This design comes from an exercise in tuning for small area on the open sky130 flow, not from production work.
In this exercise RTL edits were held to simulation tests only and were not proved equivalent to the original.
Power figures rest on the tool's default switching activity, not on a simulated workload.

Setup of alpha:
Design driver, start of the top module:
module driver(
input clk,
input [31:0] instruction,
input [1:0] core_sel,
input reset,
input [31:0] input_output_write_data,
input [31:0] output_addr_data,
input pc_ready,
output reg output_write_data_pass,
output reg output_addr_data_pass,
output reg [15:0] output_mem_addr,
output reg [31:0] output_mem_wdata,
output reg [3:0] output_wstrb,
output reg pc_valid,
output reg pc_instr,
input [15:0] mem_addr,
input [31:0] mem_wdata,
input [3:0] wstrb,
input mem_instr,
input mem_valid,
output reg [31:0] mem_rdata,
output reg mem_ready,
output reg chip_reset,
output [1:0] chip_core
);
export LEC_CHECK = 0
export CAP_MARGIN = 20
export CORE_MARGIN = 2
export CORE_UTILIZATION = 70
export CTS_BUF_LIST = sky130_fd_sc_hd__clkbuf_16
export CTS_CLUSTER_DIAMETER = 80
export CTS_CLUSTER_SIZE = 30
export SLEW_MARGIN = 20
create_clock -name core_clock -period 4.0 [get_ports {clk}]
standard.sh (not shown) runs the stock make flow with config.mk's settings and CLKGATE_MAP_FILE= SYNTH_SCRIPT=/design/flow/synth_recipe.tcl, a recipe that flattens the netlist after the stock synthesis.
==> flow/flow/run.sh <==
#!/bin/bash
set -euo pipefail
cd "$(dirname "$0")/.."
export BUFFER_PORTS_ARGS="-buffer_cell sky130_fd_sc_hd__buf_1"
bash standard.sh finish > standard_flow.log 2>&1
alpha completed end to end with timing, DRC and antenna clean.
## Diff of input files: beta against alpha
==> flow/run.sh (new file) <==
#!/bin/bash
# synth_recipe.tcl (not shown) runs the flow's synth.tcl, then flattens the netlist and writes it again
# the make line also repeats each setting of config.mk as NAME=value (left out here)
make -C /OpenROAD-flow-scripts/flow DESIGN_CONFIG=/design/flow/config.mk WORK_HOME=/design/flow/orfs CLKGATE_MAP_FILE= SYNTH_SCRIPT=/design/flow/synth_recipe.tcl finish
--- a/flow/config.mk
+++ b/flow/config.mk
@@ -7,0 +8 @@
+export ABC_AREA = 1
@@ -10,4 +11,2 @@
-export CORE_UTILIZATION = 70
-export CTS_BUF_LIST = sky130_fd_sc_hd__clkbuf_16
-export CTS_CLUSTER_DIAMETER = 80
-export CTS_CLUSTER_SIZE = 30
+export CORE_UTILIZATION = 40
+export CTS_BUF_LIST = sky130_fd_sc_hd__clkbuf_4 sky130_fd_sc_hd__clkbuf_8
removed: flow/flow/run.sh
removed: flow/standard.sh
[summary]
beta went all the way through synthesis, placement and routing and the layout is clean on timing, DRC and antenna.
Diff alpha -> beta | cell area after placement | increase of 2200 µm²
Between alpha and beta, proportion of power drawn by the clock network is higher for beta, alpha comes in under that.
The higher wire length of the first global-routing pass came out of beta.
| worst hold path cell count | lower: alpha |
As of beta, area of the placeable core had risen by more than half compared to alpha.
Diff alpha and beta: initial standard-cell utilization of the core lower in beta
Inputs modified between beta and gamma:
==> flow/flow/run.sh (new file) <==
#!/bin/bash
set -euo pipefail
cd "$(dirname "$0")/.."
export BUFFER_PORTS_ARGS="-buffer_cell sky130_fd_sc_hd__buf_1"
bash standard.sh finish > standard_flow.log 2>&1
==> flow/standard.sh (new file) <==
#!/bin/bash
# synth_recipe.tcl (not shown) runs the flow's synth.tcl, then flattens the netlist and writes it again
# the make line also repeats each setting of config.mk as NAME=value (left out here)
make -C /OpenROAD-flow-scripts/flow DESIGN_CONFIG=/design/flow/config.mk WORK_HOME=/design/flow/orfs CLKGATE_MAP_FILE= SYNTH_SCRIPT=/design/flow/synth_recipe.tcl "${@:-finish}"
--- a/flow/config.mk
+++ b/flow/config.mk
@@ -8 +7,0 @@
-export ABC_AREA = 1
@@ -11,2 +10,4 @@
-export CORE_UTILIZATION = 40
-export CTS_BUF_LIST = sky130_fd_sc_hd__clkbuf_4 sky130_fd_sc_hd__clkbuf_8
+export CORE_UTILIZATION = 70
+export CTS_BUF_LIST = sky130_fd_sc_hd__clkbuf_8
+export CTS_CLUSTER_DIAMETER = 60
+export CTS_CLUSTER_SIZE = 20
removed: flow/run.sh
### Flow results
- Total number of tap cells of gamma falls short of that of beta by more than a quarter.
- Going from beta to gamma, global routing met2 resource utilization up 16 points, mean instance size in the synthesized netlist up about 60%.
- Fmax: higher on beta
- In the tables for beta and gamma, count of placed standard cells in the final layout, fillers left out reads higher with beta.
- Diff beta..gamma | sequential cell count | unchanged
- Slowest stage cell on the critical path: buf_4 -> gamma, clkdlybuf4s50_1 -> beta
- As far as area share of fa/ha/maj cells after synthesis is concerned, beta and gamma perform about the same.
- Compared with beta, total routed wirelength in gamma decreased by more than 10%.
- beta has higher cell count of the worst hold path than gamma.
- When the final numbers for beta and gamma were put side by side, the fraction of standard cell area that is sequential turned out to be smaller in beta.
- gamma vs beta — global-route wire length before repair dropped 23%.
> inputs changed (gamma -> delta)
--- a/flow/config.mk
+++ b/flow/config.mk
@@ -10 +10 @@
-export CORE_UTILIZATION = 70
+export CORE_UTILIZATION = 40
Notes after the runs:
Utilization: lower on delta
delta vs. gamma: final area now sits higher, clock buffer count in the final layout now sits higher, placer's final routability congestion estimate now sits lower.
#### Input delta (epsilon over delta)
--- a/flow/flow/run.sh
+++ b/flow/flow/run.sh
@@ -4,0 +5 @@
+export CTS_ARGS="-sink_clustering_enable -repair_clock_nets -dont_use_dummy_load -buf_list sky130_fd_sc_hd__clkbuf_8 -sink_clustering_size 20 -sink_clustering_max_diameter 60"
--- a/flow/config.mk
+++ b/flow/config.mk
@@ -10,4 +10 @@
-export CORE_UTILIZATION = 40
-export CTS_BUF_LIST = sky130_fd_sc_hd__clkbuf_8
-export CTS_CLUSTER_DIAMETER = 60
-export CTS_CLUSTER_SIZE = 20
+export CORE_UTILIZATION = 80
Results
Per the comparison of epsilon with delta, number of cells in the finished layout apart from fillers shows a reduction of 126, total power shows a reduction of about 2.5%. Global-route usage (epsilon over delta): increase, 21 points. Diff delta -> epsilon | cell area | down by a few percent. Required arrival time at the worst endpoint: higher on delta. Compared with delta, epsilon shows a lower non-clock buffer count. delta fits on a die that is larger than the die of epsilon.


== run A ==
Starting RTL as in the previous note.
==> flow/design.v (excerpt) <==
module driver(
input clk,
input [31:0] instruction,
input [1:0] core_sel,
input reset,
input [31:0] input_output_write_data,
input [31:0] output_addr_data,
input pc_ready,
output reg output_write_data_pass,
output reg output_addr_data_pass,
output reg [15:0] output_mem_addr,
output reg [31:0] output_mem_wdata,
output reg [3:0] output_wstrb,
output reg pc_valid,
output reg pc_instr,
input [15:0] mem_addr,
input [31:0] mem_wdata,
input [3:0] wstrb,
input mem_instr,
input mem_valid,
output reg [31:0] mem_rdata,
output reg mem_ready,
output reg chip_reset,
output [1:0] chip_core
);
export LEC_CHECK = 0
export CAP_MARGIN = 20
export CORE_MARGIN = 2
export CORE_UTILIZATION = 40
export SLEW_MARGIN = 20
create_clock -name core_clock -period 4.0 [get_ports {clk}]
run.sh (not shown) runs the stock make flow with config.mk's settings and CLKGATE_MAP_FILE= SYNTH_SCRIPT=/design/flow/synth_recipe.tcl, a recipe that flattens the netlist after the stock synthesis.
Stock flow here: none of the scripts above is used.
Run A finished end to end and its layout was clean on timing, DRC and antenna.
### run A -> run B
Settings: putting CTS_BUF_LIST at sky130_fd_sc_hd__clkbuf_8 where nothing was set; putting CTS_CLUSTER_SIZE at 20 where nothing was set; putting CTS_CLUSTER_DIAMETER at 60 where nothing was set.
## What came out
Run B reached the final stage; the timing, design-rule and antenna checks on its layout passed. Min overall routing resource usage across run A and run B: run B. Between run B and run A, it is run B whose final design area excluding fillers is lower, by about 4%. Re number of inserted filler cells in the final layout: run B is about 3.2% up on run A. The higher clock power came out of run A. Re post-layout utilization of the core: run A was higher than run B. In the route summary, run B ends up with a via count below that of run A. Relative to run A, first-iteration DRC count decreased by 77 in run B. Run B vs run A: net total in the final layout down slightly. Run B does worse than run A on time the final worst path needs with I/O delays and setup.
### run B -> run C
Settings: CTS_BUF_LIST: sky130_fd_sc_hd__clkbuf_8 -> sky130_fd_sc_hd__clkbuf_4; CORE_UTILIZATION: 40 -> 70; CTS_CLUSTER_SIZE: 20 -> 10; CTS_CLUSTER_DIAMETER: 60 -> 40.
==> flow/flow/run.sh (new file) <==
#!/bin/bash
set -euo pipefail
cd "$(dirname "$0")/.."
export BUFFER_PORTS_ARGS="-buffer_cell sky130_fd_sc_hd__buf_1"
bash standard.sh finish > standard_flow.log 2>&1
==> flow/standard.sh (new file) <==
#!/bin/bash
# synth_recipe.tcl (not shown) runs the flow's synth.tcl, then flattens the netlist and writes it again
# the make line also repeats each setting of config.mk as NAME=value (left out here)
make -C /OpenROAD-flow-scripts/flow DESIGN_CONFIG=/design/flow/config.mk WORK_HOME=/design/flow/orfs CLKGATE_MAP_FILE= SYNTH_SCRIPT=/design/flow/synth_recipe.tcl "${@:-finish}"
removed: flow/run.sh
- Run C — power 0.38 mW lower, run B as reference
- Delta (run C minus run B): final worst hold slack shrank by 0.076 ns; final standard cell count with taps included and fillers excluded shrank by about 8%.
- The lower share of cell area taken by multi-input logic gates of run B and run C is in run B.
- Looking at worst min-delay path category, the in -> reg result is from run C; the reg -> reg one comes from run B.
Input-level comparison between run D and run C:
Settings: removing CTS_CLUSTER_SIZE (formerly 10); removing CTS_BUF_LIST (formerly sky130_fd_sc_hd__clkbuf_4); removing CTS_CLUSTER_DIAMETER (formerly 40).
diff --git a/flow/flow/run.sh b/flow/flow/run.sh
--- a/flow/flow/run.sh
+++ b/flow/flow/run.sh
@@ -4,0 +5 @@
+export CTS_ARGS="-sink_clustering_enable -repair_clock_nets -dont_use_dummy_load -buf_list sky130_fd_sc_hd__clkbuf_8 -sink_clustering_size 20 -sink_clustering_max_diameter 60"
### Flow results
Run D ran to completion and came out clean on the timing, design-rule and antenna checks.
Proportion of cell area spent on the clock network in run D is 0.99 points lower than in run C
Between run C and run D, the fmax does not differ in any meaningful way.
Measured against each other, run C and run D differ in global-route usage, the lower figure coming from run D.


driver, a different RTL version from the one above (not shown whole).
Size in the first run: about 590 cells after synthesis, ~230 flip-flops, about 7500 µm² of cells after synthesis.
==> flow/config.mk <==
export PLATFORM = sky130hd
export DESIGN_NAME = driver
export DESIGN_NICKNAME = driver
export VERILOG_FILES = /design/flow/design.v
export SDC_FILE = /design/flow/constraint.sdc
export NUM_CORES = 4
export LEC_CHECK = 0
export CAP_MARGIN = 20
export CORE_MARGIN = 2
export CORE_UTILIZATION = 88
export SLEW_MARGIN = 20
==> flow/constraint.sdc <==
create_clock -name core_clock -period 4.0 [get_ports {clk}]
set_input_delay 0.8000 -clock core_clock [delete_from_list [all_inputs] [get_ports {clk}]]
set_output_delay 0.8000 -clock core_clock [all_outputs]
set_load 0.01 [all_outputs]
standard.sh (not shown) runs the stock make flow with config.mk's settings and CLKGATE_MAP_FILE= SYNTH_SCRIPT=/design/flow/synth_recipe.tcl, a recipe that flattens the netlist after the stock synthesis.
==> flow/flow/run.sh <==
#!/bin/bash
set -euo pipefail
cd "$(dirname "$0")/.."
export BUFFER_PORTS_ARGS="-buffer_cell sky130_fd_sc_hd__buf_1"
export CTS_ARGS="-sink_clustering_enable -repair_clock_nets -dont_use_dummy_load -buf_list sky130_fd_sc_hd__clkbuf_8 -sink_clustering_size 20 -sink_clustering_max_diameter 60"
bash standard.sh finish > standard_flow.log 2>&1
The baseline stopped in global placement.
Rerun with:
==> flow/flow/run.sh (replaced) <==
#!/bin/bash
set -euo pipefail
cd "$(dirname "$0")/.."
export BUFFER_PORTS_ARGS="-buffer_cell sky130_fd_sc_hd__buf_1"
export CTS_ARGS="-sink_clustering_enable -repair_clock_nets -dont_use_dummy_load -buf_list sky130_fd_sc_hd__clkbuf_8 -root_buf sky130_fd_sc_hd__clkbuf_4 -tree_buf sky130_fd_sc_hd__clkbuf_4 -sink_clustering_buffer sky130_fd_sc_hd__clkbuf_8 -sink_clustering_size 20 -sink_clustering_max_diameter 60"
bash standard.sh finish > standard_flow.log 2>&1
--- a/flow/config.mk
+++ b/flow/config.mk
@@ -8,4 +8,4 @@
 export CAP_MARGIN = 20
 export CORE_MARGIN = 2
-export CORE_UTILIZATION = 88
+export CORE_UTILIZATION = 80
 export SLEW_MARGIN = 20
Result: Now the flow produced a clean layout; synthesized cell count does not change; synthesized area stays the same.
Rerun with:
==> flow/flow/run.sh (replaced) <==
#!/bin/bash
set -euo pipefail
cd "$(dirname "$0")/.."
export BUFFER_PORTS_ARGS="-buffer_cell sky130_fd_sc_hd__buf_1"
export CTS_ARGS="-sink_clustering_enable -repair_clock_nets -dont_use_dummy_load -buf_list sky130_fd_sc_hd__clkbuf_8 -sink_clustering_size 20 -sink_clustering_max_diameter 60"
bash standard.sh finish > standard_flow.log 2>&1
--- a/flow/config.mk
+++ b/flow/config.mk
@@ -8,4 +8,4 @@
 export CAP_MARGIN = 20
 export CORE_MARGIN = 2
-export CORE_UTILIZATION = 80
+export CORE_UTILIZATION = 70
 export SLEW_MARGIN = 20
Result: The new run produced a clean layout. Core utilization goes down by 10 points. Combinational power goes up by a few percent. Design area goes up slightly.
Rerun with:
--- a/flow/config.mk
+++ b/flow/config.mk
@@ -8,4 +8,4 @@
 export CAP_MARGIN = 20
 export CORE_MARGIN = 2
-export CORE_UTILIZATION = 70
+export CORE_UTILIZATION = 80
 export SLEW_MARGIN = 20
After rerunning: Synthesized area does not change. Power climbs by 1.4%. Die area drops by 12%. Via count climbs by 5.9%. Final cell count drops by 3.0%. Routed wire length climbs by 20%. Clock-buffer cell count is unchanged. Setup slack got worse by 0.18 ns. Non-clock buffer count drops by 2.

## port drivers added, routing unchanged
The results above use ideal ports. As a check the final layouts listed here were re-extracted and re-timed, cells and wires unchanged.
Step 1, drivers: a clkbuf_16 drives clk and a buf_2 each remaining input, both assumed.
Step 2, shift: input delay + t, output delay - t, t = (earliest + latest rising clock arrival at the registers) / 2. This alone moves slack from input paths to output paths.
Three values: ideal ports, drivers, drivers and shift; two values: the first two.
run | shift t [ns] | setup slack, ns | cell pins on the clock port's net
alpha | 0.489 | 1.608 / 1.608 / 1.608 | 1
beta | 0.546 | 1.740 / 1.698 / 1.925 | 1
gamma | 0.516 | 1.672 / 1.672 / 1.672 | 1
delta | 0.544 | 1.922 / 1.922 / 1.922 | 1
epsilon | 0.514 | 1.116 / 1.116 / 1.116 | 1
run A | 0.541 | 1.758 / 1.716 / 1.966 | 1
run B | 0.544 | 1.713 / 1.670 / 1.933 | 1
run C | 0.643 | 1.652 / 1.652 / 1.652 | 1
run D | 0.504 | 1.656 / 1.656 / 1.656 | 1
the second run of note 3 | 0.592 | 2.006 / 1.974 / 2.039 | 1
the third run of note 3 | 0.512 | 2.137 / 2.108 / 2.137 | 1
the fourth run of note 3 | 0.518 | 1.960 / 1.960 / 1.960 | 1
After both steps every run listed still meets setup and hold.
